Context: an optimization exercise on an open-source flow, tuned for small area. The choices shown serve that exercise and are no tape-out recipe.
Function was checked by simulation only, so behaviour that the tests miss may differ from the original.
Power figures rest on the tool's default switching activity, not on a simulated workload.

## flow/design.v (module list and top-level ports; edited modules follow where they fit)
// module RoundRobinPortPriority: 38 lines
// module MemWritebackMux: 39 lines
// module HandshakeFIFO: 47 lines
// module FixedMemory: 53 lines
// module LoadStoreUnit: 67 lines
// module WritebackMux: 31 lines
// module ALU_Simple0: 41 lines
// module ALU_Simple1: 90 lines
// module ProgramCounter: 44 lines
// module InstructionIssue: 37 lines
// module ImmediateMux: 24 lines
// module ForwardingSystem: 59 lines
// module RegisterFile_Cell: 45 lines
// module RegisterFile: 86 lines
// module StallControl: 31 lines
// module InstructionDecoder: 78 lines
// module CPU: 533 lines
module CPU #(
    parameter DATABITWIDTH = 16
)(
    input clk,
    input clk_en,
    input sync_rst,
    input  SystemEn,
    output HaltOut,
    output             [15:0] InstAddr,
    input              [15:0] InstData,
    input                    DataFlashEn,
    input              [9:0] FlashAddr,
    input [DATABITWIDTH-1:0] FlashData,
    output                    IOOutACK,
    input                     IOOutREQ,
    output              [3:0] IOMinorOpcode,
    output [DATABITWIDTH-1:0] IOOutAddress,
    output [DATABITWIDTH-1:0] IOOutData,
    output              [3:0] IOOutDestReg,
    input                     IOInACK,
    output                    IOInREQ,
    input               [3:0] IOInDestReg,
    input  [DATABITWIDTH-1:0] IOInData,
    output [DATABITWIDTH-1:0] RegisterWriteData_OUT,
    output                    RegisterWriteEn_OUT,
    output              [3:0] RegisterWriteAddr_OUT    
);
  // ...
==> flow/run.sh <==
#!/bin/bash
# synth_recipe.tcl (not shown) runs the flow's synth.tcl, then flattens the netlist and writes it again
# the make line also repeats each setting of config.mk as NAME=value (left out here)
make -C /OpenROAD-flow-scripts/flow DESIGN_CONFIG=/design/flow/config.mk WORK_HOME=/design/flow/orfs CLKGATE_MAP_FILE= SYNTH_SCRIPT=/design/flow/synth_recipe.tcl finish
==> flow/config.mk <==
export PLATFORM = sky130hd
export DESIGN_NAME = CPU
export DESIGN_NICKNAME = CPU
export VERILOG_FILES = /design/flow/design.v
export SDC_FILE = /design/flow/constraint.sdc
export NUM_CORES = 4
export LEC_CHECK = 0
export CAP_MARGIN = 20
export CORE_MARGIN = 2
export CORE_UTILIZATION = 40
export SLEW_MARGIN = 20
==> flow/constraint.sdc <==
create_clock -name core_clock -period 8.0 [get_ports {clk}]
set_input_delay 1.6000 -clock core_clock [delete_from_list [all_inputs] [get_ports {clk}]]
set_output_delay 1.6000 -clock core_clock [all_outputs]
set_load 0.01 [all_outputs]
==> results.json, run 1 <==
{
  "cts_setup_buffers": 0,
  "area_delta_synth_final_pct": 15.5,
  "numPortBuffers": 143,
  "layout-drive-gt1-share": 0.142,
  "drc": 0,
  "wl_per_cell_um": 31.8,
  "synthFlopType": "edfxtp_1",
  "sh_seq_area": 0.474,
  "yosys_warnings": 17,
  "finalPower_mw": 17.2,
  "status": "timing/DRC/antenna clean",
  "tightest_slew_ps": 1320,
  "final_cells": 7896,
  "yosys-top-cells-area": "edfxtp_1, nand2_1, ha_1",
  "nNonClkBuffers": 549,
  "synth_top_family_by_area": "compound AO/OA/AOI/OAI gates",
  "finalSetupTns_ps": 0,
  "antenna_found_initial": 18,
  "skew_ps": 80.7,
  "cts.sinks": 1116,
  "netlist_top_cells_count": "edfxtp_1, nand2_1, nand3_1, clkbuf_1, nor2_1",
  "worstHoldStart": "s1_LoadStoreFIFO.Tail[1]",
  "grt_overflow": 0,
  "hpwl_um": 168000,
  "clk_share": 0.0532,
  "synth_edf_count": 1112,
  "start_util": 0.403,
  "synthAdderAreaFrac": 0.0361
}
==> module HandshakeFIFO, before the edit <==
module HandshakeFIFO #(
	parameter DATABITWIDTH = 16,
	parameter FIFODEPTH = 4,
	parameter FIFODEPTHBITWIDTH = 2
)(
	input clk,
    input clk_en,
	input sync_rst,
	output 				      dInREQ,
	input  				      dInACK,
	input  [DATABITWIDTH-1:0] dIN,
	input  					  dOutREQ,
	output 					  dOutACK,
	output [DATABITWIDTH-1:0] dOUT
);
	reg  [FIFODEPTHBITWIDTH:0] Head;
	wire 					   FIFOWriteEn = dInREQ && dInACK;
	wire       				   HeadTrigger = FIFOWriteEn || sync_rst;
	wire [FIFODEPTHBITWIDTH:0] NextHead = (sync_rst) ? 0 : Head + 1;
	always_ff @(posedge clk) begin
		if (HeadTrigger) begin
			Head <= NextHead;
		end
	end
	reg  [FIFODEPTHBITWIDTH:0] Tail;
	wire					   FIFOReadEn = dOutREQ && dOutACK;
	wire       				   TailTrigger = FIFOReadEn || sync_rst;
	wire [FIFODEPTHBITWIDTH:0] NextTail = (sync_rst) ? 0 : Tail + 1;
	always_ff @(posedge clk) begin
		if (TailTrigger) begin
			Tail <= NextTail;
		end
	end
	wire HeadTailLowerCompare = Head[FIFODEPTHBITWIDTH-1:0] == Tail[FIFODEPTHBITWIDTH-1:0];
	wire HeadTailUpperCompare = Head[FIFODEPTHBITWIDTH] ^ Tail[FIFODEPTHBITWIDTH];
	wire FIFOFullCheck = HeadTailLowerCompare && HeadTailUpperCompare;
	wire FIFOEmtpyCheck = HeadTailLowerCompare && ~HeadTailUpperCompare;
	reg  [DATABITWIDTH-1:0] FIFOMem [FIFODEPTH-1:0];
	always_ff @(posedge clk) begin
		if (FIFOWriteEn) begin
			FIFOMem[Head[FIFODEPTHBITWIDTH-1:0]] <= dIN;
		end
	end
	assign dOUT = ~FIFOEmtpyCheck ? FIFOMem[Tail[FIFODEPTHBITWIDTH-1:0]] : 0;
	assign dInREQ = ~FIFOFullCheck && clk_en;
	assign dOutACK = ~FIFOEmtpyCheck && clk_en;
endmodule
==> module ALU_Simple0, before the edit <==
module ALU_Simple0 #(
    parameter BITWIDTH = 16
)(
    input  [BITWIDTH-1:0] Data_InA,
    input  [BITWIDTH-1:0] Data_InB,
    input                 ALU_Enable,
    input           [3:0] Opcode,
    output [BITWIDTH-1:0] ResultOut
);
    wire [BITWIDTH-1:0] ANDResult = Data_InA & Data_InB;
    wire [BITWIDTH-1:0] XORResult = Data_InA ^ Data_InB;
    wire [BITWIDTH-1:0] ORResult = Data_InA | Data_InB;
    wire   [BITWIDTH:0] AddResultTmp = {1'b0, Data_InA} + {1'b0, Data_InB};
    wire [BITWIDTH-1:0] AddResult = AddResultTmp[BITWIDTH-1:0];
    wire [BITWIDTH-1:0] CarryCheckResult = {'0, AddResultTmp[BITWIDTH]};
    wire   [BITWIDTH:0] SubResultTmp = {1'b0, Data_InA} + {1'b0, Data_InB};
    wire [BITWIDTH-1:0] SubResult = SubResultTmp[BITWIDTH-1:0];
    wire [BITWIDTH-1:0] BorrowCheckResult = {'0, SubResultTmp[BITWIDTH]};
    logic [BITWIDTH-1:0] TempOutput;
    always_comb begin : ALU_Simple0_OperationSelectionMux
        case (Opcode)
            4'h1   : TempOutput = Data_InB + 1;       
            4'h2   : TempOutput = SubResult;          
            4'h3   : TempOutput = Data_InB - 1;       
            4'h4   : TempOutput = ANDResult;          
            4'h5   : TempOutput = XORResult;          
            4'h6   : TempOutput = ORResult;           
            4'h7   : TempOutput = Data_InB;           
            4'h8   : TempOutput = CarryCheckResult;   
            4'h9   : TempOutput = 16'h0;              
            4'hA   : TempOutput = BorrowCheckResult;  
            4'hB   : TempOutput = 16'h0;              
            4'hC   : TempOutput = ~ANDResult;         
            4'hD   : TempOutput = ~XORResult;         
            4'hE   : TempOutput = ~ORResult;          
            4'hF   : TempOutput = ~Data_InB;          
            default: TempOutput = AddResult;          
        endcase
    end
    assign ResultOut = TempOutput;
endmodule
==> inputs of run 2 (changes only) <==
==> flow/design.v (replaced) <==
module RoundRobinPortPriority #(
    parameter PORTCOUNT = 4,
    parameter PORTADDRWIDTH = 2,
    parameter ROUNDROBINEN = 1
)(
    input clk,
    input clk_en,
    input sync_rst,
    input [PORTCOUNT-1:0] PortACKVector,
    output [PORTADDRWIDTH-1:0] PortSelection
);
        reg  [PORTADDRWIDTH-1:0] PriorityIndex;
        wire                     PriorityIndexTrigger = ((|PortACKVector) && clk_en) || sync_rst;
        wire [PORTADDRWIDTH-1:0] NextPriorityIndex = (sync_rst) ? 0 : PriorityIndex + 1;
        always_ff @(posedge clk) begin
            if (PriorityIndexTrigger) begin
                PriorityIndex <= NextPriorityIndex;
            end
        end
        wire [PORTADDRWIDTH:0] ShiftAmount = {'0, PriorityIndex[PORTADDRWIDTH-1:0]};
        wire [(2*PORTCOUNT)-1:0] DoubledPortACKVector = {PortACKVector, PortACKVector};
        wire [(2*PORTCOUNT)-1:0] ShiftedPortACKVector_Tmp = DoubledPortACKVector >> ShiftAmount;
        wire [PORTCOUNT-1:0] ShiftedPortACKVector = ShiftedPortACKVector_Tmp[PORTCOUNT-1:0];
        wire [PORTCOUNT-1:0] IsolatedLowerBit = ShiftedPortACKVector & -ShiftedPortACKVector;
        wire [PORTCOUNT-1:0] Bitmask [PORTADDRWIDTH-1:0];
        wire [PORTADDRWIDTH-1:0] BitScanResult;
        genvar CurrentMask;
        genvar CurrentBit;
        generate
            for (CurrentMask = 0; CurrentMask < PORTADDRWIDTH; CurrentMask = CurrentMask + 1) begin : MaskScan
                for (CurrentBit = 0; CurrentBit < PORTCOUNT; CurrentBit = CurrentBit + 1) begin : BitScan
                    assign Bitmask[CurrentMask][CurrentBit] = (CurrentBit & (1 << CurrentMask)) >> CurrentMask;
                end
                assign BitScanResult[CurrentMask] = |(IsolatedLowerBit & Bitmask[CurrentMask]);
            end
        endgenerate
        assign PortSelection = BitScanResult + PriorityIndex;
endmodule
module MemWritebackMux #(
    parameter DATABITWIDTH = 16,
    parameter INPUTPORTCOUNT = 4,
    parameter PORTADDRWIDTH = 2,
    parameter REGADDRBITWIDTH = 4
)(
    input clk,
    input clk_en,
    input sync_rst,
    output [INPUTPORTCOUNT-1:0]                       MemWritebackREQ,
    input  [INPUTPORTCOUNT-1:0]                       MemWritebackACK,
    input  [INPUTPORTCOUNT-1:0]    [DATABITWIDTH-1:0] MemWritebackDataIn,
    input  [INPUTPORTCOUNT-1:0] [REGADDRBITWIDTH-1:0] MemWritebackAddrIn,
    output                       RegWriteEn,
    output    [DATABITWIDTH-1:0] RegWriteData,
    output [REGADDRBITWIDTH-1:0] RegWriteAddr
);
    wire [INPUTPORTCOUNT-1:0] PortACKVector = MemWritebackACK;
    wire  [PORTADDRWIDTH-1:0] PortSelection;
    RoundRobinPortPriority #(
        .PORTCOUNT    (INPUTPORTCOUNT),
        .PORTADDRWIDTH(PORTADDRWIDTH)
    ) RRPortPriority (
        .clk          (clk),
        .clk_en       (clk_en),
        .sync_rst     (sync_rst),
        .PortACKVector(PortACKVector),
        .PortSelection(PortSelection)
    );
    logic [INPUTPORTCOUNT-1:0] RequestMask;
    always_comb begin : RequestMaskGen
        RequestMask = 0;
        RequestMask[PortSelection] = 1'b1;
    end
    assign MemWritebackREQ = MemWritebackACK & RequestMask;
    assign RegWriteEn = |MemWritebackACK;
    assign RegWriteData = MemWritebackDataIn[PortSelection];
    assign RegWriteAddr = MemWritebackAddrIn[PortSelection];
endmodule
module HandshakeFIFO #(
    parameter DATABITWIDTH = 16
)(
    input clk,
    input sync_rst,
    input                     Push,
    input  [DATABITWIDTH-1:0] dIN,
    input                     Pop,
    output                    Full,
    output                    NotEmpty,
    output [DATABITWIDTH-1:0] dOUT
);
    reg [2:0] Head;
    always_ff @(posedge clk) begin
        if (sync_rst) begin
            Head <= 3'b000;
        end
        else if (Push) begin
            Head <= Head + 3'b001;
        end
    end
    reg [2:0] Tail;
    always_ff @(posedge clk) begin
        if (sync_rst) begin
            Tail <= 3'b000;
        end
        else if (Pop) begin
            Tail <= Tail + 3'b001;
        end
    end
    wire LowerEqual = Head[1:0] == Tail[1:0];
    wire UpperDiffer = Head[2] ^ Tail[2];
    assign Full = LowerEqual && UpperDiffer;
    assign NotEmpty = ~(LowerEqual && ~UpperDiffer);
    reg [DATABITWIDTH-1:0] FIFOMem [3:0];
    always_ff @(posedge clk) begin
        if (Push) begin
            FIFOMem[Head[1:0]] <= dIN;
        end
    end
    assign dOUT = (FIFOMem[0] & {DATABITWIDTH{Tail[1:0] == 2'd0}}) | (FIFOMem[1] & {DATABITWIDTH{Tail[1:0] == 2'd1}}) |
                  (FIFOMem[2] & {DATABITWIDTH{Tail[1:0] == 2'd2}}) | (FIFOMem[3] & {DATABITWIDTH{Tail[1:0] == 2'd3}});
endmodule
module FixedMemory #(
    parameter DATABITWIDTH = 16,
    parameter REGADDRBITWIDTH = 4
)(
    input clk,
    input clk_en,
    input        FlashEn,
    input  [9:0] FlashAddr,
    input [15:0] FlashData,
    output                       LoadStore_REQ,
    input                        LoadStore_ACK,
    input                  [3:0] MinorOpcodeIn,
    input  [REGADDRBITWIDTH-1:0] DestRegisterIn,
    input     [DATABITWIDTH-1:0] DataAddrIn,
    input     [DATABITWIDTH-1:0] DataIn,
    input                        Writeback_REQ,
    output                       Writeback_ACK,
    output [REGADDRBITWIDTH-1:0] DestRegisterOut,
    output    [DATABITWIDTH-1:0] DataOut
);
        logic [DATABITWIDTH-1:0] StoreValue_Tmp;
        always_comb begin : DataInMux
            case (MinorOpcodeIn[1:0])
                2'b01  : StoreValue_Tmp = DataIn;  
                2'b10  : StoreValue_Tmp = 16'hFFFF;  
                2'b11  : StoreValue_Tmp = 16'hFFFF;  
                default: StoreValue_Tmp = DataAddrIn[0] ? {DataIn[7:0], DataRead[7:0]} : {DataRead[15:8], DataIn[7:0]} ;  
            endcase
        end
    reg  [DATABITWIDTH-1:0] DataMemory [31:0];
    wire              [4:0] MemAddr = FlashEn ? FlashAddr[5:1] : {DataAddrIn[5:1]};
    wire                    DataMemoryWriteTrigger = (~MinorOpcodeIn[3] && MinorOpcodeIn[2] && LoadStore_ACK && clk_en) || (FlashEn && clk_en);
    wire [DATABITWIDTH-1:0] NextStoreData = FlashEn ? FlashData : StoreValue_Tmp;
    always_ff @(posedge clk) begin
        if (DataMemoryWriteTrigger) begin
            DataMemory[MemAddr] <= NextStoreData;
        end
    end
    wire[DATABITWIDTH-1:0] DataRead = DataMemoryWriteTrigger ? '0 : DataMemory[DataAddrIn[5:1]];
        logic [DATABITWIDTH-1:0] DataOut_Tmp;
        always_comb begin : DataOutMux
            case (MinorOpcodeIn[1:0])
                2'b01  : DataOut_Tmp = DataRead;  
                2'b10  : DataOut_Tmp = 16'hFFFF;  
                2'b11  : DataOut_Tmp = 16'hFFFF;  
                default: DataOut_Tmp = DataAddrIn[0] ? {'0, DataRead[15:8]} : {'0, DataRead[7:0]} ;  
            endcase
        end
    assign DataOut = DataOut_Tmp;
    assign LoadStore_REQ = (~MinorOpcodeIn[3] && MinorOpcodeIn[2]) ? LoadStore_ACK : Writeback_REQ;
    assign Writeback_ACK = LoadStore_ACK && ~DataMemoryWriteTrigger;
    assign DestRegisterOut = DestRegisterIn;
endmodule
module LoadStoreUnit #(
    parameter DATABITWIDTH = 16,
    parameter REGADDRBITWIDTH = 4
)(
    input clk,
    input clk_en,
    input sync_rst,
    output                       LoadStore_REQ,
    input                        LoadStore_ACK,
    input                  [3:0] LoadStore_MinorOpcode,
    input     [DATABITWIDTH-1:0] LoadStore_MemoryAddress,
    input     [DATABITWIDTH-1:0] LoadStore_StoreValue,
    input  [REGADDRBITWIDTH-1:0] LoadStore_DestinationRegister,
    input                        IOManager_REQ,
    output                       IOManager_ACK,
    output                 [3:0] IOManager_MinorOpcode,
    output    [DATABITWIDTH-1:0] IOManager_MemoryAddress,
    output    [DATABITWIDTH-1:0] IOManager_StoreValue,
    output [REGADDRBITWIDTH-1:0] IOManager_DestinationRegister,
    input                        Cache_REQ,
    output                       Cache_ACK,
    output                 [3:0] Cache_MinorOpcode,
    output    [DATABITWIDTH-1:0] Cache_MemoryAddress,
    output    [DATABITWIDTH-1:0] Cache_StoreValue,
    output [REGADDRBITWIDTH-1:0] Cache_DestinationRegister,
    input                        FixedMemory_REQ,
    output                       FixedMemory_ACK,
    output                 [3:0] FixedMemory_MinorOpcode,
    output    [DATABITWIDTH-1:0] FixedMemory_MemoryAddress,
    output    [DATABITWIDTH-1:0] FixedMemory_StoreValue,
    output [REGADDRBITWIDTH-1:0] FixedMemory_DestinationRegister
);
        wire [DATABITWIDTH-1:0] MemoryAddress = LoadStore_MemoryAddress;
        wire CacheSel = MemoryAddress > 1023;
        wire IOSel = (MemoryAddress < 512) && (MemoryAddress > 383);
        wire [1:0] PortSel = {CacheSel, IOSel};
        logic [3:0] ACKMask;
        always_comb begin : ACKMaskGen
            ACKMask = 0;
            ACKMask[PortSel] = LoadStore_ACK;
        end
        logic LoadStore_REQ_Tmp;
        always_comb begin : LoadStore_REQMux
            case (PortSel)
                2'b01  : LoadStore_REQ_Tmp = IOManager_REQ;
                2'b10  : LoadStore_REQ_Tmp = Cache_REQ;
                2'b11  : LoadStore_REQ_Tmp = 1'b0;
                default: LoadStore_REQ_Tmp = FixedMemory_REQ;  
            endcase
        end
        assign LoadStore_REQ = LoadStore_REQ_Tmp;
        assign IOManager_ACK = ACKMask[1];
        assign IOManager_MinorOpcode = LoadStore_MinorOpcode;
        assign IOManager_MemoryAddress = LoadStore_MemoryAddress;
        assign IOManager_StoreValue = LoadStore_StoreValue;
        assign IOManager_DestinationRegister = LoadStore_DestinationRegister;
        assign Cache_ACK = ACKMask[2];
        assign Cache_MinorOpcode = LoadStore_MinorOpcode;
        assign Cache_MemoryAddress = LoadStore_MemoryAddress;
        assign Cache_StoreValue = LoadStore_StoreValue;
        assign Cache_DestinationRegister = LoadStore_DestinationRegister;
        assign FixedMemory_ACK = ACKMask[0];
        assign FixedMemory_MinorOpcode = LoadStore_MinorOpcode;
        assign FixedMemory_MemoryAddress = LoadStore_MemoryAddress;
        assign FixedMemory_StoreValue = LoadStore_StoreValue;
        assign FixedMemory_DestinationRegister = LoadStore_DestinationRegister;
endmodule
module WritebackMux #(
    parameter DATABITWIDTH = 16,
    parameter REGADDRBITWIDTH = 4
)(
    input                        RegAWriteEn,
    input                        JumpAndLinkEn,
    input  [REGADDRBITWIDTH-1:0] RegWriteAddr,
    input                  [1:0] WritebackSource,
    input     [DATABITWIDTH-1:0] JumpAndLinkResultIn,
    input     [DATABITWIDTH-1:0] ALU0ResultIn,
    input     [DATABITWIDTH-1:0] ALU1ResultIn,
    output    [DATABITWIDTH-1:0] WritebackResultOut,
    output [REGADDRBITWIDTH-1:0] WritebackRegAddr,
    output                       RegisterWriteEn
);
    logic  [DATABITWIDTH:0] Result_tmp;
    wire              [1:0] WritebackSourceCond;
    assign                  WritebackSourceCond[0] = WritebackSource[0];
    assign                  WritebackSourceCond[1] = WritebackSource[1];
    always_comb begin : ResultMux
        case (WritebackSourceCond)
            2'b01  : Result_tmp = JumpAndLinkResultIn;
            2'b10  : Result_tmp = ALU0ResultIn;
            2'b11  : Result_tmp = ALU1ResultIn;
            default: Result_tmp = '0;  
        endcase
    end
    assign WritebackResultOut = Result_tmp;
    assign WritebackRegAddr = JumpAndLinkEn ? 4'hf : RegWriteAddr;
    assign RegisterWriteEn = RegAWriteEn;
endmodule
module ALU_Simple0 (
    input  [15:0] Data_InA,
    input  [15:0] Data_InB,
    input         Unit,
    input   [3:0] Opcode,
    output [15:0] ResultOut
);
    wire [15:0] A = Data_InA;
    wire [15:0] B = Data_InB;
    wire [4:0]  Op = {Unit, Opcode};
    wire        Signed  = ~Opcode[1];
    wire        XZero = ~Unit && (Opcode[1:0] == 2'b01);
    wire        XOnes = ~Unit && (Opcode[1:0] == 2'b11);
    wire [15:0] AddX = XOnes ? 16'hffff : XZero ? 16'h0000 : {A[15] ^ (Unit && Signed), A[14:0]};
    wire [15:0] AddY = B ^ {16{Unit}} ^ {Unit && Signed, 15'h0};
    wire        AddCin = Unit || XZero;
    wire [15:0] Sum;
    wire        Carry;
    assign {Carry, Sum} = {1'b0, AddX} + {1'b0, AddY} + {16'h0, AddCin};
    wire [4:0]  Index5 = B[4:0];
    wire        IndexInvalid = (Index5 == 5'd0) || (Index5[4] && |Index5[3:0]);
    wire [3:0]  BitIndex = B[3:0] - 4'd1;
    logic [15:0] OneHot;
    always_comb begin
        OneHot = 16'h0;
        OneHot[BitIndex] = ~IndexInvalid;
    end
    wire [15:0] Z = Unit ? OneHot : B;
    logic [3:0] Table;
    always_comb begin
        case (Op)
            5'h04  : Table = 4'b1000;  
            5'h05  : Table = 4'b0110;  
            5'h06  : Table = 4'b1110;  
            5'h07  : Table = 4'b1010;  
            5'h0C  : Table = 4'b0111;  
            5'h0D  : Table = 4'b1001;  
            5'h0E  : Table = 4'b0001;  
            5'h0F  : Table = 4'b0101;  
            5'h10  : Table = 4'b1110;  
            5'h11  : Table = 4'b0100;  
            5'h12  : Table = 4'b0110;  
            default: Table = 4'b0000;
        endcase
    end
    logic [15:0] LogicOut;
    always_comb begin
        for (int k = 0; k < 16; k = k + 1) begin
            LogicOut[k] = Table[{A[k], Z[k]}];
        end
    end
    wire [3:0]  ShiftAmt = B[3:0];
    wire        IsBitSel = (Opcode[2:0] == 3'b011);
    wire        IsLeft = (Opcode[1:0] == 2'b11);
    wire [3:0]  RotAmt = IsBitSel ? BitIndex : IsLeft ? (4'd0 - ShiftAmt) : ShiftAmt;
    wire [31:0] RotFull = {A, A} >> RotAmt;
    wire [15:0] Rot = RotFull[15:0];
    logic [15:0] Thermo;
    always_comb begin
        for (int k = 0; k < 16; k = k + 1) begin
            Thermo[k] = (ShiftAmt <= k);
        end
    end
    logic [15:0] ShiftMask;  
    logic [15:0] ShiftOut;
    always_comb begin
        for (int k = 0; k < 16; k = k + 1) begin
            ShiftMask[k] = (Opcode[1:0] == 2'b01) ? 1'b1 : (Opcode[1:0] == 2'b11) ? Thermo[k] : Thermo[15-k];
        end
        for (int k = 0; k < 16; k = k + 1) begin
            ShiftOut[k] = ShiftMask[k] ? Rot[k] : (Opcode[1:0] == 2'b10) && A[15];
        end
    end
    logic [15:0] ReversedB;
    always_comb begin
        for (int k = 0; k < 16; k = k + 1) begin
            ReversedB[k] = B[15-k];
        end
    end
    wire [15:0] ScanInput = Opcode[0] ? B : ReversedB;
    logic [3:0] LowIndex;
    always_comb begin
        LowIndex = 4'd0;
        for (int k = 15; k >= 0; k = k - 1) begin
            if (ScanInput[k]) LowIndex = k[3:0];
        end
    end
    wire        BZero = (B == 16'h0);
    wire [4:0]  ScanResult = BZero ? 5'd0 : Opcode[0] ? ({1'b0, LowIndex} + 5'd1) : (5'd16 - {1'b0, LowIndex});
    wire SelSum   = ~Unit && (Opcode[3:2] == 2'b00);
    wire SelShift = Unit && (Opcode[3:2] == 2'b01);
    wire SelBitSel = Unit && (Opcode == 4'h3);
    wire SelFlag  = (Opcode[3:2] == 2'b10) && (Unit || ~Opcode[0]);
    wire SelScan  = Unit && (Opcode[3:1] == 3'b110);
    wire SelRev   = Unit && (Opcode == 4'he);
    wire Flag = Carry ^ (Unit && Opcode[0]);
    assign ResultOut = ({16{SelSum}} & Sum) | LogicOut | ({16{SelShift}} & ShiftOut) | ({16{SelBitSel}} & {16{Rot[0]}}) |
                       {15'h0, SelFlag && Flag} | ({16{SelScan}} & {11'h0, ScanResult}) | ({16{SelRev}} & ReversedB);
endmodule
module ALU_Simple1 #(
    parameter BITWIDTH = 16
)(
    input  [BITWIDTH-1:0] A,
    input  [BITWIDTH-1:0] B,
    input                 Cin,
    output [BITWIDTH-1:0] Sum,
    output                Cout
);
    wire [BITWIDTH:0] Carry;
    assign Carry[0] = Cin;
    genvar i;
    generate
        for (i = 0; i < BITWIDTH; i = i + 1) begin : FullAdders
            assign Sum[i] = A[i] ^ B[i] ^ Carry[i];
            assign Carry[i+1] = (A[i] & B[i]) | (Carry[i] & (A[i] ^ B[i]));
        end
    endgenerate
    assign Cout = Carry[BITWIDTH];
endmodule
module ProgramCounter #(
    parameter DATABITWIDTH = 16
)(
    input clk,
    input clk_en,
    input sync_rst,
    input                     PCEn,
    input                     StallEn,
    input                     BranchEn,
    input                     RelativeEn,
    input  [DATABITWIDTH-1:0] BranchOffset,
    input  [DATABITWIDTH-1:0] ComparisonValue,
    input  [DATABITWIDTH-1:0] BranchDest,
    input                     JumpEn,
    input                     JumpRelativeEn,
    input  [DATABITWIDTH-1:0] JumpOffset,
    input  [DATABITWIDTH-1:0] JumpDest,
    output [DATABITWIDTH-1:0] InstructionAddrOut,
    output [DATABITWIDTH-1:0] JumpAndLinkAddrOut
);
    reg    [DATABITWIDTH-1:0] PCReg;
    wire                      AEqualsZero = ComparisonValue == 0;
    wire                      ProgramCounterTrigger = (JumpEn && PCEn && ~StallEn && clk_en) || (AEqualsZero && BranchEn && PCEn && ~StallEn && clk_en) || (~BranchEn && PCEn && ~StallEn && clk_en) || sync_rst;
    logic  [DATABITWIDTH-1:0] NextProgramCounter;
    wire   [DATABITWIDTH-1:0] ProgramCounterPlusOne = PCReg + 1;
    wire   [1:0] NextPCCondition;
    assign       NextPCCondition[0] = ~JumpEn && PCEn && ~sync_rst;
    assign       NextPCCondition[1] = (JumpEn || BranchEn) && ~sync_rst;
    always_comb begin : NextRegMux
        case (NextPCCondition)
            2'b01  : NextProgramCounter = ProgramCounterPlusOne;
            2'b10  : NextProgramCounter = JumpRelativeEn ? (PCReg + JumpDest) : (JumpDest + JumpOffset);
            2'b11  : NextProgramCounter = RelativeEn ? (PCReg + BranchDest) : (BranchDest + BranchOffset);
            default: NextProgramCounter = '0;  
        endcase
    end
    always_ff @(posedge clk) begin
        if (ProgramCounterTrigger) begin
            PCReg <= NextProgramCounter;
        end
    end
    assign InstructionAddrOut = PCReg;
    assign JumpAndLinkAddrOut = PCReg - 1;
endmodule
module InstructionIssue #(
    parameter DATABITWIDTH = 16,
    parameter TAGBITWIDTH = 6,
    parameter REGADDRBITWIDTH = 4
)(
    input                  [3:0] MinorOpcode,
    input                  [4:0] FunctionalUnitEnable,
    input                  [1:0] WriteBackSourceIn,
    input                        WritebackEnIn,
    input  [REGADDRBITWIDTH-1:0] WritebackRegAddr,
    input     [DATABITWIDTH-1:0] RegADataIn,
    input     [DATABITWIDTH-1:0] RegBDataIn,
    output                    BranchEn,
    output                    ALU0_Enable,
    output                    ALU1_Enable,
    output              [3:0] ALU_MinorOpcode,
    output [DATABITWIDTH-1:0] Data_A,
    output [DATABITWIDTH-1:0] Data_B,
    input                         LoadStore_REQ,
    output                        LoadStore_ACK,
    output  IssueCongestionStallOut,
    output                       RegWriteEn,
    output                 [1:0] WriteBackSourceOut,
    output [REGADDRBITWIDTH-1:0] RegWriteAddrOut
);
    assign BranchEn = FunctionalUnitEnable[4];
    assign ALU0_Enable = FunctionalUnitEnable[0];
    assign ALU1_Enable = FunctionalUnitEnable[1];
    assign ALU_MinorOpcode = MinorOpcode;
    assign Data_A = RegADataIn;
    assign Data_B = RegBDataIn;
    assign WriteBackSourceOut = WriteBackSourceIn;
    assign RegWriteAddrOut = WritebackRegAddr;
    assign RegWriteEn = WritebackEnIn;
    assign IssueCongestionStallOut = LoadStore_ACK && ~LoadStore_REQ;
    assign LoadStore_ACK = FunctionalUnitEnable[3];
endmodule
module ImmediateMux #(
    parameter DATABITWIDTH = 16
)(
    input                     ImmediateEn,
    input                     UpperImmediateEn,
    input  [DATABITWIDTH-1:0] ADataIn,
    input  [DATABITWIDTH-1:0] BDataIn,
    input  [DATABITWIDTH-1:0] ImmediateIn, 
    output [DATABITWIDTH-1:0] BDataOut
);
    wire [DATABITWIDTH-1:0] UpperImmediateResult = {ImmediateIn[DATABITWIDTH-1:(DATABITWIDTH/2)], ADataIn[(DATABITWIDTH/2)-1:0]};
    logic [DATABITWIDTH-1:0] NextBDataOut;
    wire  [1:0] NextBDataOutCondition;
    assign NextBDataOutCondition[0] = ImmediateEn;
    assign NextBDataOutCondition[1] = UpperImmediateEn;
    always_comb begin : NextBMux
        case (NextBDataOutCondition)
            2'b01  : NextBDataOut = ImmediateIn;
            2'b11  : NextBDataOut = UpperImmediateResult;
            default: NextBDataOut = BDataIn;  
        endcase
    end
    assign BDataOut = NextBDataOut;
endmodule
module ForwardingSystem #(
    parameter DATABITWIDTH = 16,
    parameter REGISTERCOUNT = 16,
    parameter REGADDRBITWIDTH = 4
)(
    input clk,
    input clk_en,
    input sync_rst,
    input                        RegAWriteEn,
    input                        RegAReadEn,
    input  [REGADDRBITWIDTH-1:0] RegAAddr,
    input     [DATABITWIDTH-1:0] RegAData,
    input                        RegBReadEn,
    input  [REGADDRBITWIDTH-1:0] RegBAddr,
    input     [DATABITWIDTH-1:0] RegBData,
    input     [DATABITWIDTH-1:0] Forward0Data,
    input                        Forward1Valid,
    input     [DATABITWIDTH-1:0] Forward1Data,
    input  [REGADDRBITWIDTH-1:0] Forward1RegAddr,
    output    [DATABITWIDTH-1:0] FwdADataOut,
    output    [DATABITWIDTH-1:0] FwdBDataOut
);
        reg  [REGADDRBITWIDTH:0] WriteAddressCheck;
        wire                     WriteAddressCheckTrigger = clk_en || sync_rst;
        wire [REGADDRBITWIDTH:0] NextWriteAddressCheck = (sync_rst) ? 0 : {RegAWriteEn, RegAAddr};
        always_ff @(posedge clk) begin
            if (WriteAddressCheckTrigger) begin
                WriteAddressCheck <= NextWriteAddressCheck;
            end
        end
        wire Forward0toAEn = WriteAddressCheck[REGADDRBITWIDTH] && RegAReadEn && (WriteAddressCheck[REGADDRBITWIDTH-1:0] == RegAAddr[REGADDRBITWIDTH-1:0]);
        wire Forward0toBEn = WriteAddressCheck[REGADDRBITWIDTH] && RegBReadEn && (WriteAddressCheck[REGADDRBITWIDTH-1:0] == RegBAddr[REGADDRBITWIDTH-1:0]);
        wire Forward1toAEn = Forward1Valid && RegAReadEn && (Forward1RegAddr == RegAAddr);
        wire Forward1toBEn = Forward1Valid && RegBReadEn && (Forward1RegAddr == RegBAddr);
        logic [DATABITWIDTH-1:0] NextADataOut;
        wire  [1:0] NextADataOutCondition;
        assign NextADataOutCondition[0] = Forward0toAEn;
        assign NextADataOutCondition[1] = Forward1toAEn;
        always_comb begin : NextAMux
            case (NextADataOutCondition)
                2'b01  : NextADataOut = Forward0Data;
                2'b10  : NextADataOut = Forward1Data;
                default: NextADataOut = RegAData;  
            endcase
        end
        assign FwdADataOut = NextADataOut;
        logic [DATABITWIDTH-1:0] NextBDataOut;
        wire  [1:0] NextBDataOutCondition;
        assign NextBDataOutCondition[0] = Forward0toBEn;
        assign NextBDataOutCondition[1] = Forward1toBEn;
        always_comb begin : NextBMux
            case (NextBDataOutCondition)
                2'b01  : NextBDataOut = Forward0Data;
                2'b10  : NextBDataOut = Forward1Data;
                default: NextBDataOut = RegBData;  
            endcase
        end
        assign FwdBDataOut = NextBDataOut;
endmodule
module RegisterFile_Cell #(
    parameter BITWIDTH = 16,
    parameter REGADDRBITWIDTH = 4
)(
    input clk,
    input clk_en,
    input sync_rst,
    input                 Write_En,
    input  [BITWIDTH-1:0] DataIn,
    input                 Dirty_Set,
    input                 Mem_Write_En,
    input  [BITWIDTH-1:0] Mem_DataIn,
    output [BITWIDTH-1:0] DataOut,
    output                DirtyBitOut
);
    reg   [BITWIDTH-1:0] Register;
    wire                 RegisterTrigger = (Write_En && clk_en) || (Mem_Write_En && clk_en) || sync_rst;
    logic [BITWIDTH-1:0] NextRegister;
    wire  [1:0] NextRegisterCondition;
    assign NextRegisterCondition[0] = (Write_En) && ~sync_rst;
    assign NextRegisterCondition[1] = (Mem_Write_En) && ~sync_rst;
    always_comb begin : NextRegisterMux
        case (NextRegisterCondition)
            2'b01  : NextRegister = DataIn;
            2'b10  : NextRegister = Mem_DataIn;
            2'b11  : NextRegister = Mem_DataIn;
            default: NextRegister = 0;  
        endcase
    end
    always_ff @(posedge clk) begin
        if (RegisterTrigger) begin
            Register <= NextRegister;
        end
    end
    reg  DirtyBit;
    wire DirtyBitTrigger = (Dirty_Set && clk_en) || (Mem_Write_En && clk_en) || sync_rst;
    wire NextDirtyBit = Dirty_Set && ~Mem_Write_En && ~sync_rst;
    always_ff @(posedge clk) begin
        if (DirtyBitTrigger) begin
            DirtyBit <= NextDirtyBit;
        end
    end
    assign DataOut = Register;
    assign DirtyBitOut = DirtyBit && ~Mem_Write_En;
endmodule
module RegisterFile #(
    parameter DATABITWIDTH = 16,
    parameter REGISTERCOUNT = 16,
    parameter REGADDRBITWIDTH = 4
)(
    input clk,
    input clk_en,
    input sync_rst,
    input                        DirtyBitTrigger,
    input  [REGADDRBITWIDTH-1:0] ReadA_Address,
    input                        ReadA_En,
    output    [DATABITWIDTH-1:0] ReadA_Data,
    input  [REGADDRBITWIDTH-1:0] ReadB_Address,
    input                        ReadB_En,
    output    [DATABITWIDTH-1:0] ReadB_Data,
    input  [REGADDRBITWIDTH-1:0] Mem_Write_Address,
    input                        Mem_Write_En,
    input     [DATABITWIDTH-1:0] Mem_Write_Data,
    input  [REGADDRBITWIDTH-1:0] Write_Address,
    input                        Write_En,
    input     [DATABITWIDTH-1:0] Write_Data,
    output RegistersSync,
    output RegisterStallOut
);
    logic [REGISTERCOUNT-1:0] WriteDecodeVector;
    always_comb begin : WriteDecoder
        WriteDecodeVector = 0;
        WriteDecodeVector[Write_Address] = 1'b1;
    end
    logic [REGISTERCOUNT-1:0] MemWriteDecodeVector;
    always_comb begin : MemWriteDecoder
        MemWriteDecodeVector = 0;
        MemWriteDecodeVector[Mem_Write_Address] = 1'b1;
    end
    logic [REGISTERCOUNT-1:0] DirtyBitDecodeVector;
    always_comb begin : DirtyBitDecoder
        DirtyBitDecodeVector = 0;
        DirtyBitDecodeVector[ReadA_Address] = 1'b1;
    end
    wire  [DATABITWIDTH-1:0] DataOutVector [REGISTERCOUNT-1:0];
    wire [REGISTERCOUNT-1:0] DirtyBitOutVector;
    generate
        genvar RegisterIndex;
        for (RegisterIndex = 0; RegisterIndex < REGISTERCOUNT; RegisterIndex = RegisterIndex + 1) begin : RegisterGeneration
            if (RegisterIndex == 0) begin
                assign DataOutVector[RegisterIndex] = 0;
                assign DirtyBitOutVector[RegisterIndex] = 1'b0;
            end
            else begin
                wire LocalDirtyBitSet = DirtyBitDecodeVector[RegisterIndex] && DirtyBitTrigger;
                wire LocalMemWriteEn = MemWriteDecodeVector[RegisterIndex] && Mem_Write_En;
                wire LocalWriteEn = WriteDecodeVector[RegisterIndex] && Write_En;
                RegisterFile_Cell #(
                    .BITWIDTH(DATABITWIDTH),
                    .REGADDRBITWIDTH(REGADDRBITWIDTH)
                ) RegisterCell (
                    .clk           (clk),
                    .clk_en        (clk_en),
                    .sync_rst      (sync_rst),
                    .Write_En      (LocalWriteEn),
                    .DataIn        (Write_Data),
                    .Dirty_Set     (LocalDirtyBitSet),
                    .Mem_Write_En  (LocalMemWriteEn),
                    .Mem_DataIn    (Mem_Write_Data),
                    .DataOut       (DataOutVector[RegisterIndex]),
                    .DirtyBitOut   (DirtyBitOutVector[RegisterIndex])
                );
            end
        end
    endgenerate
    wire   StallA = DirtyBitOutVector[ReadA_Address] && ReadA_En;
    wire   StallB = DirtyBitOutVector[ReadB_Address] && ReadB_En;
    reg  RegisterStallBuffer;
    wire RegisterStall = StallA || StallB;
    wire RegisterStallBufferTrigger = (Mem_Write_En && clk_en) || (DirtyBitTrigger && clk_en) || sync_rst;
    wire NextRegisterStallBuffer = RegisterStall && ~sync_rst;
    always_ff @(posedge clk) begin
        if (RegisterStallBufferTrigger) begin
            RegisterStallBuffer <= NextRegisterStallBuffer;
        end
    end
    assign RegistersSync = DirtyBitOutVector == 0;
    assign RegisterStallOut = RegisterStall || RegisterStallBuffer;
    assign ReadA_Data = DataOutVector[ReadA_Address];
    assign ReadB_Data = DataOutVector[ReadB_Address];
endmodule
module StallControl (
    input clk,
    input clk_en,
    input sync_rst,
    input  InstructionValid,
    input  BranchStallIn,
    input  RegisterStallIn,
    input  IssueCongestionStallIn,
    input  HaltStallIn,
    output Halted,
    output StallEn
);
    reg  BranchStallDelay;
    wire BranchStallDelayTrigger = clk_en || sync_rst;
    wire NextBranchStallDelay = InstructionValid && BranchStallIn && ~sync_rst;
    always_ff @(posedge clk) begin
        if (BranchStallDelayTrigger) begin
            BranchStallDelay <= NextBranchStallDelay;
        end
    end
    reg  HaltCapture;
    wire HaltCaptureTrigger = (~HaltCapture && clk_en) || sync_rst;
    wire NextHaltCapture = HaltStallIn && ~sync_rst;
    always_ff @(posedge clk) begin
        if (HaltCaptureTrigger) begin
            HaltCapture <= NextHaltCapture;
        end
    end
    assign Halted = HaltCapture;
    assign StallEn = BranchStallDelay || RegisterStallIn || IssueCongestionStallIn || HaltStallIn || HaltCapture;
endmodule
module InstructionDecoder #(
    parameter DATABITWIDTH = 16
)(
    input                     clk,
    input              [15:0] InstructionIn,
    input                     InstructionInValid,
    output                    DirtyBitTrigger,
    output              [4:0] FunctionalUnitEnable,
    output              [1:0] WritebackSource,
    output              [3:0] MinorOpcodeOut,
    output                    ImmediateEn,
    output                    UpperImmediateEn,
    output [DATABITWIDTH-1:0] ImmediateOut,
    output                    RegAReadEn,
    output                    RegAWriteEn,
    output              [3:0] RegAAddr,
    output                    RegBReadEn,
    output              [3:0] RegBAddr,
    output                    BranchStall,
    output                    RelativeEn,
    output [DATABITWIDTH-1:0] BranchOffset,
    output                    JumpEn,
    output                    JumpAndLinkEn,
    output                    HaltEn
);
    wire   [7:0] HaltingComparison = {InstructionIn[15:12], InstructionIn[7:4]}; 
    assign       HaltEn = (HaltingComparison == 8'h2F) && InstructionInValid;
    assign JumpEn = ~BranchStall && ~JumpAndLink && OperationBitVector[15];
    wire   JumpAndLink = OperationBitVector[14];
    assign JumpAndLinkEn = JumpAndLink;
    assign RelativeEn = InstructionIn[12];
    assign BranchOffset = {'0, InstructionIn[7:4], 3'b0};
    wire   UpperAAddrEn = InstructionIn[15] && InstructionIn[12];
    assign RegAAddr = UpperAAddrEn ? {InstructionIn[11:10], 1'b0, InstructionIn[14]} : InstructionIn[11:8];
    assign RegBAddr = InstructionIn[3:0];
    assign MinorOpcodeOut = ImmediateEn ? 4'h7 : InstructionIn[7:4];
    logic [DATABITWIDTH:0] ImmediateOut_tmp;
    wire [1:0] ImmediateCondition;
    assign ImmediateCondition[0] = InstructionIn[12] || JumpEn || FunctionalUnitEnable[4];
    assign ImmediateCondition[1] = InstructionIn[13] || JumpEn || FunctionalUnitEnable[4];
    wire [DATABITWIDTH-1:0] SignedImmediate = (JumpEn || FunctionalUnitEnable[4]) ? {{DATABITWIDTH-10{InstructionIn[9]}}, InstructionIn[9:0]} : {{DATABITWIDTH-10{~OperationBitVector[15]}}, InstructionIn[9:0]};
    always_comb begin : ImmediateMux
		  case (ImmediateCondition)
            2'b01  : ImmediateOut_tmp = {'0, InstructionIn[9:0]};
            2'b10  : ImmediateOut_tmp = {'0, InstructionIn[7:0], 8'h0}; 
            2'b11  : ImmediateOut_tmp =  SignedImmediate;
            default: ImmediateOut_tmp = {'0, InstructionIn[7:0]}; 
        endcase
    end
    assign ImmediateOut = ImmediateOut_tmp[DATABITWIDTH-1:0];
    logic [15:0] OperationBitVector;
    wire BranchStall_tmp = ~(RegAAddr == 0);
    wire [4:0] InstructionConditon = {InstructionInValid, InstructionIn[15:12]};
    always_comb begin : InstructionDecoderDecoder
        casez (InstructionConditon)
            5'b1_0000 : OperationBitVector = 16'b00_0_1_1_1_0_0_10_00001_0;  
            5'b1_0001 : OperationBitVector = 16'b00_0_1_1_1_0_0_11_00010_0;  
            5'b1_0010 : OperationBitVector = 16'b00_0_1_0_1_0_0_00_00100_1;  
            5'b1_0011 : OperationBitVector = 16'b00_0_1_0_1_0_0_00_01000_1;  
            5'b1_1000 : OperationBitVector = {2'b11, 1'b1, 13'b1_1_1_0_0_01_10000_0};  
            5'b1_1001 : OperationBitVector = {2'b11, 1'b1, 13'b0_1_1_0_1_01_10000_0};  
            5'b1_1010 : OperationBitVector = {2'b10, BranchStall_tmp, 7'b1_0_1_0_0_00, BranchStall_tmp, 5'b0000_0};  
            5'b1_1011 : OperationBitVector = {2'b10, BranchStall_tmp, 7'b0_0_1_0_1_00, BranchStall_tmp, 5'b0000_0};  
            5'b1_1110 : OperationBitVector = 16'b00_0_0_1_1_1_1_10_00000_0;  
            5'b1_11?? : OperationBitVector = 16'b00_0_0_1_0_0_1_10_00000_0;  
            default   : OperationBitVector = 0;
        endcase
    end
    assign DirtyBitTrigger = OperationBitVector[0] && ~MinorOpcodeOut[3] && ~MinorOpcodeOut[2];
    assign FunctionalUnitEnable = OperationBitVector[5:1];
    assign WritebackSource = OperationBitVector[7:6];
    assign ImmediateEn = OperationBitVector[8];
    assign UpperImmediateEn = OperationBitVector[9];
    assign RegAReadEn = OperationBitVector[10];
    assign RegAWriteEn = OperationBitVector[11];
    assign RegBReadEn = OperationBitVector[12];
    assign BranchStall = OperationBitVector[13];
endmodule
module CPU #(
    parameter DATABITWIDTH = 16
)(
    input clk,
    input clk_en,
    input sync_rst,
    input  SystemEn,
    output HaltOut,
    output             [15:0] InstAddr,
    input              [15:0] InstData,
    input                    DataFlashEn,
    input              [9:0] FlashAddr,
    input [DATABITWIDTH-1:0] FlashData,
    output                    IOOutACK,
    input                     IOOutREQ,
    output              [3:0] IOMinorOpcode,
    output [DATABITWIDTH-1:0] IOOutAddress,
    output [DATABITWIDTH-1:0] IOOutData,
    output              [3:0] IOOutDestReg,
    input                     IOInACK,
    output                    IOInREQ,
    input               [3:0] IOInDestReg,
    input  [DATABITWIDTH-1:0] IOInData,
    output [DATABITWIDTH-1:0] RegisterWriteData_OUT,
    output                    RegisterWriteEn_OUT,
    output              [3:0] RegisterWriteAddr_OUT
);
    wire        StallEn;
    reg         s1_Valid;
    reg  [15:0] s1_Inst;
    always_ff @(posedge clk) begin
        if (sync_rst) begin
            s1_Valid <= 1'b0;
        end
        else if (SystemEn && clk_en) begin
            s1_Valid <= ~StallEn;
        end
    end
    always_ff @(posedge clk) begin
        if (SystemEn && clk_en) begin
            s1_Inst <= InstData;
        end
    end
    wire [3:0] Opc = s1_Inst[15:12];
    wire       OpALU0   = (Opc == 4'h0);
    wire       OpALU1   = (Opc == 4'h1);
    wire       OpCplx   = (Opc == 4'h2);
    wire       OpMem    = (Opc == 4'h3);
    wire       OpJAL    = (Opc[3:1] == 3'b100);
    wire       OpBranch = (Opc[3:1] == 3'b101);
    wire       OpImmAny = (Opc[3:2] == 2'b11);
    wire       OpUpper  = (Opc == 4'he);
    wire [3:0] RegAAddr = (s1_Inst[15] && s1_Inst[12]) ? {s1_Inst[11:10], 1'b0, s1_Inst[14]} : s1_Inst[11:8];
    wire [3:0] RegBAddr = s1_Inst[3:0];
    wire       RegANonZero = |RegAAddr;
    wire       JAL       = s1_Valid && OpJAL;
    wire       BranchV   = s1_Valid && OpBranch;
    wire       JumpEn    = BranchV && ~RegANonZero;
    wire       BranchFUE = JAL || (BranchV && RegANonZero);
    wire       BranchStall = BranchFUE;
    wire       MemEn     = s1_Valid && OpMem;
    wire       RegAReadEn  = s1_Valid && (~Opc[2] || OpUpper);
    wire       RegBReadEn  = s1_Valid && ((Opc[3:2] == 2'b00) || (Opc == 4'h8) || (Opc == 4'ha));
    wire       RegAWriteEn = s1_Valid && (OpALU0 || OpALU1 || OpJAL || OpImmAny);
    wire       ImmOp     = (Opc == 4'h9) || (Opc == 4'hb) || OpImmAny;
    wire [3:0] MinorOp   = ImmOp ? 4'h7 : s1_Inst[7:4];
    wire       DirtyBitTrigger = s1_Valid && (OpCplx || OpMem) && ~s1_Inst[7] && ~s1_Inst[6];
    wire       HaltEn    = s1_Valid && OpCplx && (s1_Inst[7:4] == 4'hf);
    wire [1:0] WBSrc = {s1_Valid && (OpALU0 || OpALU1 || OpImmAny), s1_Valid && (OpALU1 || OpJAL)};
    wire RegisterStall;
    wire IssueCongestionStall;
    reg  BranchStallDelay;
    reg  HaltCapture;
    always_ff @(posedge clk) begin
        if (sync_rst) begin
            BranchStallDelay <= 1'b0;
        end
        else if (clk_en) begin
            BranchStallDelay <= BranchStall;
        end
    end
    always_ff @(posedge clk) begin
        if (sync_rst) begin
            HaltCapture <= 1'b0;
        end
        else if (~HaltCapture && clk_en) begin
            HaltCapture <= HaltEn;
        end
    end
    assign StallEn = BranchStallDelay || RegisterStall || IssueCongestionStall || HaltEn || HaltCapture;
    wire        FM_NotEmpty;
    wire [3:0]  FM_DestOut;
    wire [15:0] FM_DataOut;
    reg  [1:0]  PriorityIndex;
    wire        FM_Offer = FM_NotEmpty && clk_en;
    wire        SelIO = IOInACK && (~FM_Offer || PriorityIndex[1]);
    wire        SelFM = FM_Offer && ~SelIO;
    wire        MemWE = FM_Offer || IOInACK;
    wire [3:0]  MemWAddr = SelIO ? IOInDestReg : FM_DestOut;
    wire [15:0] MemWData = SelIO ? IOInData : FM_DataOut;
    assign IOInREQ = SelIO;
    always_ff @(posedge clk) begin
        if (sync_rst) begin
            PriorityIndex <= 2'b00;
        end
        else if (MemWE && clk_en) begin
            PriorityIndex <= PriorityIndex + 2'b01;
        end
    end
    wire        s2_WE;
    wire [3:0]  s2_WA;
    wire [15:0] WBResult;
    reg  [15:0] Regs  [15:1];
    wire [15:0] MemWDataRst = MemWData & {16{~sync_rst}};
    wire [15:0] WBResultRst = WBResult & {16{~sync_rst}};
    reg  [15:1] Dirty;
    wire [15:0] DirtyOut;
    assign DirtyOut[0] = 1'b0;
    genvar r;
    generate
        for (r = 1; r < 16; r = r + 1) begin : RF
            wire LocalWE  = s2_WE && (s2_WA == r);
            wire LocalMWE = (SelIO && (IOInDestReg == r)) || (SelFM && (FM_DestOut == r));
            wire LocalDS  = DirtyBitTrigger && (RegAAddr == r);
            always_ff @(posedge clk) begin
                if (((LocalMWE || LocalWE) && clk_en) || sync_rst) begin
                    Regs[r] <= LocalMWE ? MemWDataRst : WBResultRst;
                end
            end
            always_ff @(posedge clk) begin
                if (sync_rst) begin
                    Dirty[r] <= 1'b0;
                end
                else if ((LocalDS || LocalMWE) && clk_en) begin
                    Dirty[r] <= LocalDS && ~LocalMWE;
                end
            end
            assign DirtyOut[r] = Dirty[r] && ~LocalMWE;
        end
    endgenerate
    wire StallA = DirtyOut[RegAAddr] && RegAReadEn;
    wire StallB = DirtyOut[RegBAddr] && RegBReadEn;
    reg  RegisterStallBuffer;
    always_ff @(posedge clk) begin
        if (sync_rst) begin
            RegisterStallBuffer <= 1'b0;
        end
        else if ((MemWE || DirtyBitTrigger) && clk_en) begin
            RegisterStallBuffer <= StallA || StallB;
        end
    end
    assign RegisterStall = StallA || StallB || RegisterStallBuffer;
    wire RegistersSync = ~|DirtyOut;
    reg        WAC_Valid;
    reg  [3:0] WAC_Addr;
    always_ff @(posedge clk) begin
        if (sync_rst) begin
            WAC_Valid <= 1'b0;
        end
        else if (clk_en) begin
            WAC_Valid <= RegAWriteEn;
        end
    end
    always_ff @(posedge clk) begin
        if (clk_en) begin
            WAC_Addr <= RegAAddr;
        end
    end
    wire F0A = WAC_Valid && RegAReadEn && (WAC_Addr == RegAAddr);
    wire F0B = WAC_Valid && RegBReadEn && (WAC_Addr == RegBAddr);
    wire F1A_IO = SelIO && RegAReadEn && (IOInDestReg == RegAAddr);
    wire F1A_FM = SelFM && RegAReadEn && (FM_DestOut == RegAAddr);
    wire F1B_IO = SelIO && RegBReadEn && (IOInDestReg == RegBAddr);
    wire F1B_FM = SelFM && RegBReadEn && (FM_DestOut == RegBAddr);
    wire F1A = F1A_IO || F1A_FM;
    wire F1B = F1B_IO || F1B_FM;
    wire SelA0   = F0A && ~F1A;
    wire SelA1IO = F1A_IO && ~F0A;
    wire SelA1FM = F1A_FM && ~F0A;
    wire SelAR   = ~(F0A ^ F1A);
    wire SelB0   = F0B && ~F1B;
    wire SelB1IO = F1B_IO && ~F0B;
    wire SelB1FM = F1B_FM && ~F0B;
    wire SelBR   = ~(F0B ^ F1B);
    logic [15:0] DataA;
    logic [15:0] FwdB;
    always_comb begin
        DataA = ({16{SelA0}} & WBResult) | ({16{SelA1IO}} & IOInData) | ({16{SelA1FM}} & FM_DataOut);
        FwdB  = ({16{SelB0}} & WBResult) | ({16{SelB1IO}} & IOInData) | ({16{SelB1FM}} & FM_DataOut);
        for (int i = 1; i < 16; i = i + 1) begin
            DataA = DataA | (Regs[i] & {16{SelAR && (RegAAddr == i)}});
            FwdB  = FwdB  | (Regs[i] & {16{SelBR && (RegBAddr == i)}});
        end
    end
    logic [15:0] DataB;
    always_comb begin
        if (~ImmOp) begin
            DataB = FwdB;
        end
        else if (~Opc[2]) begin
            DataB = {{6{s1_Inst[9]}}, s1_Inst[9:0]};
        end
        else begin
            case (Opc[1:0])
                2'b00  : DataB = {8'h00, s1_Inst[7:0]};
                2'b01  : DataB = {6'h00, s1_Inst[9:0]};
                2'b10  : DataB = {s1_Inst[7:0], DataA[7:0]};
                default: DataB = {6'h3f, s1_Inst[9:0]};
            endcase
        end
    end
    wire [15:0] ALUResult;
    ALU_Simple0 ALU (
        .Data_InA (DataA),
        .Data_InB (DataB),
        .Unit     (OpALU1),
        .Opcode   (MinorOp),
        .ResultOut(ALUResult)
    );
    wire [15:0] TargetAbs;
    wire        TargetCarry;
    assign TargetAbs[2:0] = DataB[2:0];
    assign {TargetCarry, TargetAbs[15:3]} = {1'b0, DataB[15:3]} + {10'h0, s1_Inst[7:4]};
    wire [15:0] NextV = (OpALU0 || OpALU1) ? ALUResult :
                        (OpImmAny || s1_Inst[12]) ? DataB : TargetAbs;
    reg         s2_WE_r;
    reg  [1:0]  s2_WB;
    reg         s2_BranchEn;
    reg  [3:0]  s2_WA_r;
    reg  [15:0] s2_V;
    reg         s2_AZero;
    reg         s2_Rel;
    wire        Stage1Load = SystemEn && clk_en;
    always_ff @(posedge clk) begin
        if (sync_rst) begin
            s2_WE_r     <= 1'b0;
            s2_WB       <= 2'b00;
            s2_BranchEn <= 1'b0;
        end
        else if (Stage1Load) begin
            s2_WE_r     <= RegAWriteEn;
            s2_WB       <= WBSrc;
            s2_BranchEn <= BranchFUE;
        end
    end
    always_ff @(posedge clk) begin
        if (Stage1Load) begin
            s2_WA_r  <= OpJAL ? 4'hf : RegAAddr;
            s2_V     <= NextV;
            s2_AZero <= (DataA == 16'h0);
            s2_Rel   <= s1_Inst[12];
        end
    end
    assign s2_WE = s2_WE_r;
    assign s2_WA = s2_WA_r;
    reg  [15:0] PCReg;
    wire [15:0] PCAddend = JumpEn ? DataB : s2_BranchEn ? s2_V : 16'h1;
    wire [15:0] PCSum;
    wire        PCSumCarry;
    assign {PCSumCarry, PCSum} = {1'b0, PCReg} + {1'b0, PCAddend};
    wire [15:0] NextPC = JumpEn ? (s1_Inst[12] ? PCSum : TargetAbs) :
                         (s2_BranchEn && ~s2_Rel) ? s2_V : PCSum;
    always_ff @(posedge clk) begin
        if (sync_rst) begin
            PCReg <= 16'h0;
        end
        else if (SystemEn && ~StallEn && clk_en && (JumpEn || ~s2_BranchEn || s2_AZero)) begin
            PCReg <= NextPC;
        end
    end
    assign InstAddr = PCReg;
    wire [15:0] PCMinusOne;
    wire        PCMinusOneCarry;
    assign {PCMinusOneCarry, PCMinusOne} = {1'b0, PCReg} + 17'h0ffff;
    assign WBResult = (s2_WB == 2'b01) ? PCMinusOne : s2_WB[1] ? s2_V : 16'h0;
    assign RegisterWriteData_OUT = WBResult;
    assign RegisterWriteEn_OUT = s2_WE;
    assign RegisterWriteAddr_OUT = s2_WA;
    assign HaltOut = RegistersSync && StallEn && HaltCapture;
    wire        LS_Full;
    wire        LS_NotEmpty;
    wire        LS_Push = ~LS_Full && clk_en && MemEn;
    wire        LS_Pop;
    wire [39:0] LS_Out;
    assign IssueCongestionStall = MemEn && ~(~LS_Full && clk_en);
    HandshakeFIFO #(
        .DATABITWIDTH(40)
    ) LSFIFO (
        .clk     (clk),
        .sync_rst(sync_rst),
        .Push    (LS_Push),
        .dIN     ({MinorOp, DataB, DataA, RegAAddr}),
        .Pop     (LS_Pop),
        .Full    (LS_Full),
        .NotEmpty(LS_NotEmpty),
        .dOUT    (LS_Out)
    );
    wire [3:0]  LS_Minor = LS_Out[39:36];
    wire [15:0] LS_Addr  = LS_Out[35:20];
    wire [15:0] LS_Value = LS_Out[19:4];
    wire [3:0]  LS_Dest  = LS_Out[3:0];
    wire LS_Offer = LS_NotEmpty && clk_en;
    wire CacheSel = |LS_Addr[15:10];
    wire IOSel    = ~|LS_Addr[15:9] && LS_Addr[8] && LS_Addr[7];
    wire FMSel    = ~CacheSel && ~IOSel;
    assign IOOutACK      = IOSel && LS_Offer;
    assign IOMinorOpcode = LS_Minor;
    assign IOOutAddress  = LS_Addr;
    assign IOOutData     = LS_Value;
    assign IOOutDestReg  = LS_Dest;
    wire FM_Full;
    wire IsStore   = ~LS_Minor[3] && LS_Minor[2];
    wire FM_ACK    = FMSel && LS_Offer;
    wire FM_InREQ  = ~FM_Full && clk_en;
    wire MemWrite  = (IsStore && FM_ACK) || (DataFlashEn && clk_en);
    wire FM_Push   = FM_InREQ && FM_ACK && ~MemWrite;
    assign LS_Pop  = LS_Offer && ((IOSel && IOOutREQ) || (FMSel && (IsStore || FM_InREQ)));
    logic [15:0] StoreValue;
    always_comb begin
        case (LS_Minor[1:0])
            2'b01  : StoreValue = LS_Value;
            2'b10  : StoreValue = 16'hffff;
            2'b11  : StoreValue = 16'hffff;
            default: StoreValue = LS_Addr[0] ? {LS_Value[7:0], 8'h00} : {8'h00, LS_Value[7:0]};
        endcase
    end
    reg  [15:0] DataMemory [31:0];
    wire [4:0]  MemAddr = DataFlashEn ? FlashAddr[5:1] : LS_Addr[5:1];
    wire [15:0] MemWriteData = DataFlashEn ? FlashData : StoreValue;
    always_ff @(posedge clk) begin
        if (MemWrite) begin
            DataMemory[MemAddr] <= MemWriteData;
        end
    end
    logic [15:0] DataRead;
    always_comb begin
        DataRead = 16'h0;
        for (int i = 0; i < 32; i = i + 1) begin
            DataRead = DataRead | (DataMemory[i] & {16{LS_Addr[5:1] == i}});
        end
    end
    logic [15:0] LoadValue;
    always_comb begin
        case (LS_Minor[1:0])
            2'b01  : LoadValue = DataRead;
            2'b10  : LoadValue = 16'hffff;
            2'b11  : LoadValue = 16'hffff;
            default: LoadValue = LS_Addr[0] ? {8'h00, DataRead[15:8]} : {8'h00, DataRead[7:0]};
        endcase
    end
    wire [19:0] FM_Out;
    HandshakeFIFO #(
        .DATABITWIDTH(20)
    ) FMFIFO (
        .clk     (clk),
        .sync_rst(sync_rst),
        .Push    (FM_Push),
        .dIN     ({LS_Dest, LoadValue}),
        .Pop     (SelFM),
        .Full    (FM_Full),
        .NotEmpty(FM_NotEmpty),
        .dOUT    (FM_Out)
    );
    assign FM_DestOut = FM_Out[19:16];
    assign FM_DataOut = FM_Out[15:0];
endmodule
==> flow/config.mk (replaced) <==
export PLATFORM = sky130hd
export DESIGN_NAME = CPU
export DESIGN_NICKNAME = CPU
export VERILOG_FILES = /design/flow/design.v
export SDC_FILE = /design/flow/constraint.sdc
export NUM_CORES = 4
export LEC_CHECK = 0
export ABC_AREA = 1
export CAP_MARGIN = 20
export CORE_MARGIN = 2
export CORE_UTILIZATION = 50
export SLEW_MARGIN = 20
==> results.json, run 2 <==
{
  "timing.final.crit_share": 0.936,
  "cts_max_level": 3,
  "yosysSeqAreaShare": 0.586,
  "slowest_delay_ps": 610,
  "fin_util": 0.591,
  "grt.total_usage": 0.376,
  "grt_start_max_net_pins": 43,
  "cts_buffer_depth": 3,
  "drc": 0,
  "layout_common_cells": "nand2_1, edfxtp_1, o21ai_0",
  "ir_worst_vdd_v": 0.000202,
  "final_cells": 7626,
  "core_sq_mm": 0.109,
  "routed_wl_um": 214000,
  "status": "timing/DRC/antenna clean",
  "start_util": 0.504,
  "grt_pass1_vias": 43000,
  "rows": 121,
  "synth-async-reset-ratio": 0,
  "netlist_top_cells_count": "nand2_1, edfxtp_1, o21ai_0, inv_1, nor2_1",
  "layout_commonest_cell": "nand2_1",
  "ant_nets": 0,
  "pre_cts_ws_ps": -305,
  "drv_cap": 0,
  "clk_pin_slew_ps": 60,
  "yosys.cell_types.count": 71,
  "hpwl_um": 151000,
  "hold_viol_final": 0,
  "die_y_um": 335,
  "numPortBuffers": 143,
  "cts.sinks": 1088,
  "synth_area_sq_mm": 0.0548,
  "critical_path.startpoint": "IOInACK",
  "period_needed_ps": 7490,
  "final_area_sq_mm": 0.0643,
  "layout-drive-gt1-share": 0.128,
  "placed_cell_area_sq_mm": 0.0605,
  "arrival_ps": 8070,
  "fmax_mhz": 134,
  "gp_congestion": 1.02,
  "numCtsBuffers": 113,
  "min-delay-path-class": "reg2reg",
  "slew_headroom": 0.196,
  "synthSimpleGateAreaFrac": 0.198,
  "yosys-top-cells-area": "edfxtp_1, nand2_1, o21ai_0",
  "fin_nets": 6260,
  "largest_reg_flops": 512,
  "worstHoldStart": "PriorityIndex[0]",
  "skew_ps": 41.3,
  "rsz0062_at_grt": "false",
  "dieArea_sq_mm": 0.112,
  "met1_usage": 0.512,
  "grt_overflow": 0,
  "tightest_slew_ps": 1210,
  "end_kind": "flop",
  "placedCellCount": 7416,
  "grt.busiest_layer": "met2",
  "ys_ff_latch": 1088,
  "area_delta_synth_final_pct": 17.3,
  "postLayoutSetupSlackWorst_ps": 511,
  "synth_top_family_by_area": "simple AND/OR/NAND/NOR gates",
  "holdWs_ps": 453,
  "total_leakage_power_nw": 24.5,
  "reg2reg_from": "FMFIFO.Tail[0]",
  "met2_usage": 0.586,
  "synthMuxAreaShare": 0,
  "critical_path_required_ps": 8580,
  "yosysTopAreaCell": "edfxtp_1",
  "cts_tree": "built",
  "netlist.area_leader.share": 0.566,
  "synthMostInstantiatedCell": "nand2_1",
  "grt_use_met3": 0.0713,
  "avgSynthCellArea_sq_um": 9.63,
  "grt_pass1_wl_um": 303000,
  "syn_inst": 5691,
  "cpMaxStageDelayCell": "clkdlybuf4s50_1",
  "yosys_warnings": 5,
  "via_count": 46500,
  "firstDrtPassIters": 6,
  "synth_edf_count": 1034,
  "largest-register": "DataMemory",
  "finalSetupTns_ps": 0,
  "worst-path-max-fanout": 5,
  "power_density_mw_per_mm2": 221,
  "cts_root_buf": "clkbuf_16",
  "ios": 149,
  "synth_nets": 5831,
  "cp_common_cell": "nand2_1",
  "synth_xor_area_frac": 0.00767,
  "die_x_um": 335,
  "cts_hold_repair.buffers": 0,
  "drt_iter0_drc": 6149,
  "worstSetupPathType": "in2reg",
  "finalPower_mw": 14.2,
  "vias_per_cell": 6.10,
  "synthAdderAreaFrac": 0.0168,
  "setup.worst_path.start_class": "primary input",
  "wl_per_cell_um": 28.1,
  "slew_viol_final": 0,
  "clk_latency_ps": 740,
  "synthFlopType": "edfxtp_1",
  "setup_violations": 0,
  "synth_compound_area_frac": 0.136,
  "antenna_found_initial": 13
}
[run 2: changes by cell type in the layout (fill, tap and decap cells not counted), moves of 78 or more]
cell      change
nand4_1     +101
edfxtp_1     -78
ha_1        -102
o21ai_0     +301
inv_1       +321
nand3_1      -92
nand2_1     +796
o22ai_1     -218
mux4_2       -85
a311oi_1    -103
nor2b_1      -96
nor2_1      +101
a22oi_1     -148
xnor2_1     -102
[run 2: area by class of cell]
type / count / area, sq um
Multi-Input combinational cell: 3851 / 20100
Tap cell: 1414 / 1770
Clock buffer: 129 / 2910
Inverter: 494 / 1860
Fill cell: 9281 / 44500
Antenna cell: 3 / 7.51
Timing Repair Buffer: 572 / 4750
Sequential cell: 1088 / 32100
Clock inverter: 75 / 803
[run 2: kinds of logic (layout without fill, tap and decap cells)]
| kind of cell | after synthesis | count (layout) |
|---|---|---|
| AOI/OAI and AO/OA | 1186 | 1186 |
| xor gates and xnor gates | 48 | 48 |
| adders and majority gates | 71 | 71 |
| buffers and inverters | 752 | 1270 |
| DFF | 1088 | 1088 |
| other | 0 | 3 |
| and+or+nand+nor | 2546 | 2546 |
[run 2: worst max-delay path, delay by kind of cell]
| family | cells | cell delay [ps] |
|---|---|---|
| buffers and inverters | 10 | 1630 |
| AO/OA/AOI/OAI | 12 | 2140 |
| adder cells (fa/ha/maj) | 2 | 590 |
| AND/OR/NAND/NOR | 23 | 2090 |
[run 2: repair_timing]
action,4_1_cts,5_1_grt
gates resized for setup,0,14
endpoints found under the setup margin,0,10
buffers inserted,0,0
[run 2: power by group]
part / total [mW] / switching (mW) / internal [mW]
clock: 5.32 / 2.29 / 3.03
combinational: 2.43 / 1.69 / 0.748
sequential: 6.47 / 0.0885 / 6.38
total: 14.2 / 4.06 / 10.2
[run 2: layer usage]
layer | routed length, um | part of all wire
met1 | 84100 | 0.39
met2 | 95400 | 0.45
met3 | 22500 | 0.11
met4 | 12000 | 0.056
met5 | 70 | 0.00033
[run 2: worst paths after layout]
path                                          to  slack, ps  cells past startpoint
worst min-delay path            PriorityIndex[0]        450                      1
worst max-delay path                     s2_V[0]        510                     47
worst min register to register  PriorityIndex[0]        450                      1
worst max register to register           s2_V[0]        720                     52

[what the ideal ports hide]
No port has a modelled driver above. Below, the same layouts with a new extraction and two added sets of constraints.
Step 1 sets driving cells, clkbuf_16 on the clock port and buf_2 on the other inputs (assumed; they add their load-dependent delay and slew).
Step 2 moves the port delays by t, midway between the first and last clock arrival at a register: inputs arrive t later, outputs are due t later. That takes back most of the time a late clock gives input paths.
Three values: no drivers, after step 1, after step 2; two values: the first two.
run	t, ns	slack for setup (ns)	worst data-port slew with drivers (ns)
run 1	0.818	0.231 / 0.196 / -0.484	0.06
run 2	0.795	0.511 / 0.561 / -0.234	0.16
Met with ideal ports but missed after step 2: setup timing in run 1 and run 2. For run 2, which loses most, drivers alone change the setup slack by +0.050 ns; drivers and shift together by -0.745 ns.
